This is an optimization exercise on Yosys and OpenROAD, whose aim is small area, not a production implementation.
The RTL was checked by simulation tests, not by an equivalence proof against the original design.

==> job 9973 <==
==> flow/design.v <==
module sel2_row #(
    parameter W = 29
) (
    input  logic         clk,
    input  logic         sa,
    input  logic         sb,
    input  logic         hold,
    input  logic [W-1:0] a,
    input  logic [W-1:0] b,
    output logic [W-1:0] q
);
    always_ff @(posedge clk)
        q <= ({W{sa}} & a) | ({W{sb}} & b) | ({W{hold}} & q);
endmodule
module sel4_row #(
    parameter W = 29
) (
    input  logic         clk,
    input  logic [3:0]   s,
    input  logic         hold,
    input  logic [W-1:0] a0,
    input  logic [W-1:0] a1,
    input  logic [W-1:0] a2,
    input  logic [W-1:0] a3,
    output logic [W-1:0] q
);
    always_ff @(posedge clk)
        q <= ({W{s[0]}} & a0) | ({W{s[1]}} & a1) | ({W{s[2]}} & a2) | ({W{s[3]}} & a3)
           | ({W{hold}} & q);
endmodule
module viterbi_top (
    input  logic        clk,
    input  logic        rst,         
    input  logic        in_valid,    
    input  logic [7:0]  in0,         
    input  logic [7:0]  in1,         
    output logic        out_valid,   
    output logic [31:0] out_bits     
);
    logic [4:0]  t;                  
    logic [5:0]  pm [4];             
    logic [28:0] sv [4];             
    logic [3:0]  sd;                 
    logic [1:0]  best_r;
    function automatic logic [5:0] add6(input logic [5:0] x, input logic [5:0] y,
                                        input logic ci);
        logic c;
        c = ci;
        for (int i = 0; i < 6; i++) begin
            add6[i] = x[i] ^ y[i] ^ c;
            c = (x[i] & y[i]) | (x[i] & c) | (y[i] & c);
        end
    endfunction
    function automatic logic lt6(input logic [5:0] x, input logic [5:0] y);
        logic c;
        c = 1'b1;
        for (int i = 0; i < 5; i++)
            c = (x[i] & ~y[i]) | (x[i] & c) | (~y[i] & c);
        lt6 = x[5] ^ ~y[5] ^ c;
    endfunction
    logic [2:0] p0, p1;
    assign p0 = ~in0[7:5];
    assign p1 = ~in1[7:5];
    logic [5:0] pp, k, r0, r1;
    assign pp = add6({{3{p0[2]}}, p0}, {{3{p1[2]}}, p1}, 1'b1);     
    assign k  = {pp[4:0], 1'b0};
    assign r0 = {{2{p0[2]}}, p0, 1'b1};
    assign r1 = {{2{p1[2]}}, p1, 1'b1};
    logic [5:0] d01, d23, h01, h23, npp, dq, ndq;
    assign d01 = add6(pm[0], ~pm[1], 1'b1);
    assign d23 = add6(pm[2], ~pm[3], 1'b1);
    assign h01 = {d01[5], d01[5:1]};
    assign h23 = {d23[5], d23[5:1]};
    assign npp = add6(~pp, 6'd0, 1'b1);
    assign dq  = add6({{3{p1[2]}}, p1}, ~{{3{p0[2]}}, p0}, 1'b1);
    assign ndq = add6({{3{p0[2]}}, p0}, ~{{3{p1[2]}}, p1}, 1'b1);
    logic init;
    logic [3:0] dec;
    assign init = (t[4:1] == 4'd0);
    assign dec[0] = !init && !lt6(h01, pp);
    assign dec[2] = !init && !lt6(h01, npp);
    assign dec[1] = !init && !lt6(h23, dq);
    assign dec[3] = !init && !lt6(h23, ndq);
    logic [5:0] npm [4];
    assign npm[0] = dec[0] ? add6(pm[1], k, 1'b0) : pm[0];
    assign npm[2] = dec[2] ? pm[1] : add6(pm[0], k, 1'b0);
    assign npm[1] = dec[1] ? add6(pm[3], r1, 1'b0) : add6(pm[2], r0, 1'b0);
    assign npm[3] = dec[3] ? add6(pm[3], r0, 1'b0) : add6(pm[2], r1, 1'b0);
    logic c10, c32, cx;
    logic [5:0] m01, m23;
    logic [1:0] best;
    assign c10 = lt6(npm[1], npm[0]);
    assign c32 = lt6(npm[3], npm[2]);
    assign m01 = c10 ? npm[1] : npm[0];
    assign m23 = c32 ? npm[3] : npm[2];
    assign cx  = lt6(m23, m01);
    assign best = cx ? {1'b1, c32} : {1'b0, c10};
    logic last, fin, hold;
    assign last = (t == 5'd31);
    assign fin  = in_valid && last;
    assign hold = !in_valid;
    logic dbest;
    logic [1:0] bpred;
    logic [3:0] sa, sb, s0;
    assign dbest = dec[best];
    assign bpred = {best[0], dbest};
    for (genvar i = 0; i < 4; i++) begin : g_sel
        assign sa[i] = in_valid && !dec[i];
        assign sb[i] = in_valid &&  dec[i];
    end
    assign s0[0] = fin ? (bpred == 2'd0) : sa[0];
    assign s0[1] = fin ? (bpred == 2'd1) : sb[0];
    assign s0[2] = fin && (bpred == 2'd2);
    assign s0[3] = fin && (bpred == 2'd3);
    sel4_row #(.W(29)) u_sv0 (.clk(clk), .s(s0), .hold(hold),
        .a0({sv[0][27:0], sd[0]}), .a1({sv[1][27:0], sd[1]}),
        .a2({sv[2][27:0], sd[2]}), .a3({sv[3][27:0], sd[3]}), .q(sv[0]));
    sel2_row #(.W(29)) u_sv2 (.clk(clk), .sa(sa[2]), .sb(sb[2]), .hold(hold),
        .a({sv[0][27:0], sd[0]}), .b({sv[1][27:0], sd[1]}), .q(sv[2]));
    sel2_row #(.W(29)) u_sv1 (.clk(clk), .sa(sa[1]), .sb(sb[1]), .hold(hold),
        .a({sv[2][27:0], sd[2]}), .b({sv[3][27:0], sd[3]}), .q(sv[1]));
    sel2_row #(.W(29)) u_sv3 (.clk(clk), .sa(sa[3]), .sb(sb[3]), .hold(hold),
        .a({sv[2][27:0], sd[2]}), .b({sv[3][27:0], sd[3]}), .q(sv[3]));
    always_ff @(posedge clk) begin
        if (in_valid) begin
            for (int i = 0; i < 4; i++) pm[i] <= npm[i];
            sd[0] <= last ? dbest : dec[0];
            for (int i = 1; i < 4; i++) sd[i] <= dec[i];
            if (last) best_r <= best;
        end
    end
    always_ff @(posedge clk or posedge rst) begin
        if (rst) begin
            t <= 5'd0;
            out_valid <= 1'b0;
        end else begin
            if (in_valid) t <= add6({1'b0, t}, 6'd0, 1'b1);
            out_valid <= fin;
        end
    end
    assign out_bits = {sv[0], sd[0], best_r[0], best_r[1]};
endmodule
==> flow/run.sh <==
#!/bin/bash
# synth_recipe.tcl (not shown) runs the flow's synth.tcl, then flattens the netlist and writes it again
# the make line also repeats each setting of config.mk as NAME=value (left out here)
make -C /OpenROAD-flow-scripts/flow DESIGN_CONFIG=/design/flow/config.mk WORK_HOME=/design/flow/orfs CLKGATE_MAP_FILE= SYNTH_SCRIPT=/design/flow/synth_recipe.tcl finish
==> flow/config.mk <==
export PLATFORM = sky130hd
export DESIGN_NAME = viterbi_top
export DESIGN_NICKNAME = viterbi_top
export VERILOG_FILES = /design/flow/design.v
export SDC_FILE = /design/flow/constraint.sdc
export NUM_CORES = 4
export LEC_CHECK = 0
export CAP_MARGIN = 20
export CORE_MARGIN = 2
export CORE_UTILIZATION = 40
export SLEW_MARGIN = 20
export SYNTH_HIERARCHICAL = 1
==> flow/constraint.sdc <==
create_clock -name core_clock -period 10.0 [get_ports {clk}]
set_input_delay 2.0000 -clock core_clock [delete_from_list [all_inputs] [get_ports {clk}]]
set_output_delay 2.0000 -clock core_clock [all_outputs]
set_load 0.01 [all_outputs]
==> inputs of job 326, as changes to job 9973 <==
==> flow/design.v, changed modules only <==
module pick4 #(
    parameter W = 29
) (
    input  logic [3:0]   s,
    input  logic [W-1:0] a0,
    input  logic [W-1:0] a1,
    input  logic [W-1:0] a2,
    input  logic [W-1:0] a3,
    output logic [W-1:0] y
);
    assign y = ({W{s[0]}} & a0) | ({W{s[1]}} & a1) | ({W{s[2]}} & a2) | ({W{s[3]}} & a3);
endmodule
module viterbi_top (
    input  logic        clk,
    input  logic        rst,         
    input  logic        in_valid,    
    input  logic [7:0]  in0,         
    input  logic [7:0]  in1,         
    output logic        out_valid,   
    output logic [31:0] out_bits     
);
    logic [4:0]  t;                  
    logic [5:0]  pm [4];             
    logic [28:0] sv [4];             
    logic [3:0]  sd;                 
    function automatic logic [5:0] add6(input logic [5:0] x, input logic [5:0] y,
                                        input logic ci);
        logic c;
        c = ci;
        for (int i = 0; i < 6; i++) begin
            add6[i] = x[i] ^ y[i] ^ c;
            c = (x[i] & y[i]) | (x[i] & c) | (y[i] & c);
        end
    endfunction
    function automatic logic lt6(input logic [5:0] x, input logic [5:0] y);
        logic c;
        c = 1'b1;
        for (int i = 0; i < 5; i++)
            c = (x[i] & ~y[i]) | (x[i] & c) | (~y[i] & c);
        lt6 = x[5] ^ ~y[5] ^ c;
    endfunction
    logic [2:0] p0, p1;
    assign p0 = ~in0[7:5];
    assign p1 = ~in1[7:5];
    logic [5:0] pp, k, r0, r1;
    assign pp = add6({{3{p0[2]}}, p0}, {{3{p1[2]}}, p1}, 1'b1);     
    assign k  = {pp[4:0], 1'b0};
    assign r0 = {{2{p0[2]}}, p0, 1'b1};
    assign r1 = {{2{p1[2]}}, p1, 1'b1};
    logic [5:0] d01, d23, h01, h23, npp, dq, ndq;
    assign d01 = add6(pm[0], ~pm[1], 1'b1);
    assign d23 = add6(pm[2], ~pm[3], 1'b1);
    assign h01 = {d01[5], d01[5:1]};
    assign h23 = {d23[5], d23[5:1]};
    assign npp = add6(~pp, 6'd0, 1'b1);
    assign dq  = add6({{3{p1[2]}}, p1}, ~{{3{p0[2]}}, p0}, 1'b1);
    assign ndq = add6({{3{p0[2]}}, p0}, ~{{3{p1[2]}}, p1}, 1'b1);
    logic init;
    logic [3:0] dec;
    assign init = (t[4:1] == 4'd0);
    assign dec[0] = !init && !lt6(h01, pp);
    assign dec[2] = !init && !lt6(h01, npp);
    assign dec[1] = !init && !lt6(h23, dq);
    assign dec[3] = !init && !lt6(h23, ndq);
    logic [5:0] c0b, c2a, c1a, c1b, c3a, c3b;      
    assign c0b = add6(pm[1], k, 1'b0);
    assign c2a = add6(pm[0], k, 1'b0);
    assign c1a = add6(pm[2], r0, 1'b0);
    assign c1b = add6(pm[3], r1, 1'b0);
    assign c3a = add6(pm[2], r1, 1'b0);
    assign c3b = add6(pm[3], r0, 1'b0);
    logic last, fin, hold;
    logic [3:0] sa, sb;
    assign last = (t == 5'd31);
    assign fin  = in_valid && last;
    assign hold = !in_valid;
    for (genvar i = 0; i < 4; i++) begin : g_sel
        assign sa[i] = in_valid && !dec[i];
        assign sb[i] = in_valid &&  dec[i];
    end
    sel2_row #(.W(29)) u_sv0 (.clk(clk), .sa(sa[0]), .sb(sb[0]), .hold(hold),
        .a({sv[0][27:0], sd[0]}), .b({sv[1][27:0], sd[1]}), .q(sv[0]));
    sel2_row #(.W(29)) u_sv2 (.clk(clk), .sa(sa[2]), .sb(sb[2]), .hold(hold),
        .a({sv[0][27:0], sd[0]}), .b({sv[1][27:0], sd[1]}), .q(sv[2]));
    sel2_row #(.W(29)) u_sv1 (.clk(clk), .sa(sa[1]), .sb(sb[1]), .hold(hold),
        .a({sv[2][27:0], sd[2]}), .b({sv[3][27:0], sd[3]}), .q(sv[1]));
    sel2_row #(.W(29)) u_sv3 (.clk(clk), .sa(sa[3]), .sb(sb[3]), .hold(hold),
        .a({sv[2][27:0], sd[2]}), .b({sv[3][27:0], sd[3]}), .q(sv[3]));
    sel2_row #(.W(6)) u_pm2 (.clk(clk), .sa(sa[2]), .sb(sb[2]), .hold(hold),
        .a(c2a), .b(pm[1]), .q(pm[2]));
    sel2_row #(.W(6)) u_pm1 (.clk(clk), .sa(sa[1]), .sb(sb[1]), .hold(hold),
        .a(c1a), .b(c1b), .q(pm[1]));
    sel2_row #(.W(6)) u_pm3 (.clk(clk), .sa(sa[3]), .sb(sb[3]), .hold(hold),
        .a(c3a), .b(c3b), .q(pm[3]));
    always_ff @(posedge clk) begin
        if (sb[0]) pm[0] <= c0b;
        if (in_valid) sd <= dec;
    end
    always_ff @(posedge clk or posedge rst) begin
        if (rst) begin
            t <= 5'd0;
            out_valid <= 1'b0;
        end else begin
            if (in_valid) t <= add6({1'b0, t}, 6'd0, 1'b1);
            out_valid <= fin;
        end
    end
    logic c10, c32, cx;
    logic [5:0] m01, m23;
    logic [1:0] best;
    logic [3:0] bsel;
    assign c10 = !d01[5] && (d01 != 6'd0);       
    assign c32 = !d23[5] && (d23 != 6'd0);       
    assign m01 = c10 ? pm[1] : pm[0];
    assign m23 = c32 ? pm[3] : pm[2];
    assign cx  = lt6(m23, m01);
    assign best = cx ? {1'b1, c32} : {1'b0, c10};
    for (genvar i = 0; i < 4; i++) begin : g_bsel
        assign bsel[i] = (best == i);
    end
    logic [28:0] bsv;
    pick4 #(.W(29)) u_out (.s(bsel), .a0(sv[0]), .a1(sv[1]), .a2(sv[2]), .a3(sv[3]), .y(bsv));
    assign out_bits = {bsv, sd[best], best[0], best[1]};
endmodule
// module sel4_row removed
- CORE_UTILIZATION: 40 -> 30
==> summary of the runs <==
Of job 326 and job 9973, job 326 has the higher die area (gap 31%, measured against job 9973).
Of job 9973 and job 326, job 9973 has the higher global-route usage (gap 4.9 points).
Between job 326 and job 9973, the lower sequential cell count is in job 9973 (gap 1).
Between job 9973 and job 326, the lower worst hold slack is in job 326 (gap 0.010 ns).
Against job 9973, the utilization of job 326 is lower by 12 points.
Between job 9973 and job 326, the lower clock skew is in job 9973 (gap 0.0018 ns).
Count of clock-buffer cells in the layout: job 9973 is lower than job 326 (5).
==> figures <==
| metric | job 9973 | job 326 |
|---|---|---|
| Run status | finished clean | finished clean |
| Non-clk buf share | 0.0597 | 0.0550 |
| Area taken by flip-flops and latches | 0.00331 mm^2 | 0.00313 mm^2 |
| Number of nets in the finished design | 935 | 919 |
| Routed length per instance | 18.5 um | 17.2 um |
| Area taken by multi-input logic gates | 0.00435 mm^2 | 0.00416 mm^2 |
| Starting density of the core | 0.406 | 0.304 |
| Flop2flop setup slack | 2.49 ns | 5.22 ns |
| Post-layout utilization of the core | 0.465 | 0.350 |
| Total number of multi-input combinational cells | 484 | 409 |
| Proportion of cell area spent on the clock network | 0.0651 | 0.0655 |
| Via count of the first global-routing pass | 6423 | 6434 |
| Worst relative slew slack | 0.428 | 0.272 |
| HP Start | u_sv0.q[28] | t[0] |
| Number of cells on the critical path | 27 | 19 |
| Seq/total area | 0.340 | 0.323 |
| Shortest clock period the worst path allows after layout | 9.19 ns | 8.68 ns |
| Total Wirelength | 21200 um | 21100 um |

[separate check: timing with driven ports]
The flow's constraints put no driver on any port. The routed layouts listed below were extracted and timed again, unchanged, in two steps. Step 1 sets driving cells, clkbuf_16 on the clock port and buf_2 on the other inputs (assumed; they add their load-dependent delay and slew). Step 2 moves the port delays by t, midway between the first and last clock arrival at a register: inputs arrive t later, outputs are due t later. That takes back most of the time a late clock gives input paths. a / b / c = no drivers / after step 1 / after step 2; a / b = the first two.
run | shift t [ns] | setup slack, ns | worst setup path at the end
job 9973 | 0.468 | 0.812 / 0.835 / 0.368 | input to register
job 326 | 0.462 | 1.318 / 1.273 / 1.735 | register to output
After both steps every run listed still meets setup and hold. For job 9973, which loses most, drivers alone change the setup slack by +0.023 ns; drivers and shift together by -0.444 ns.
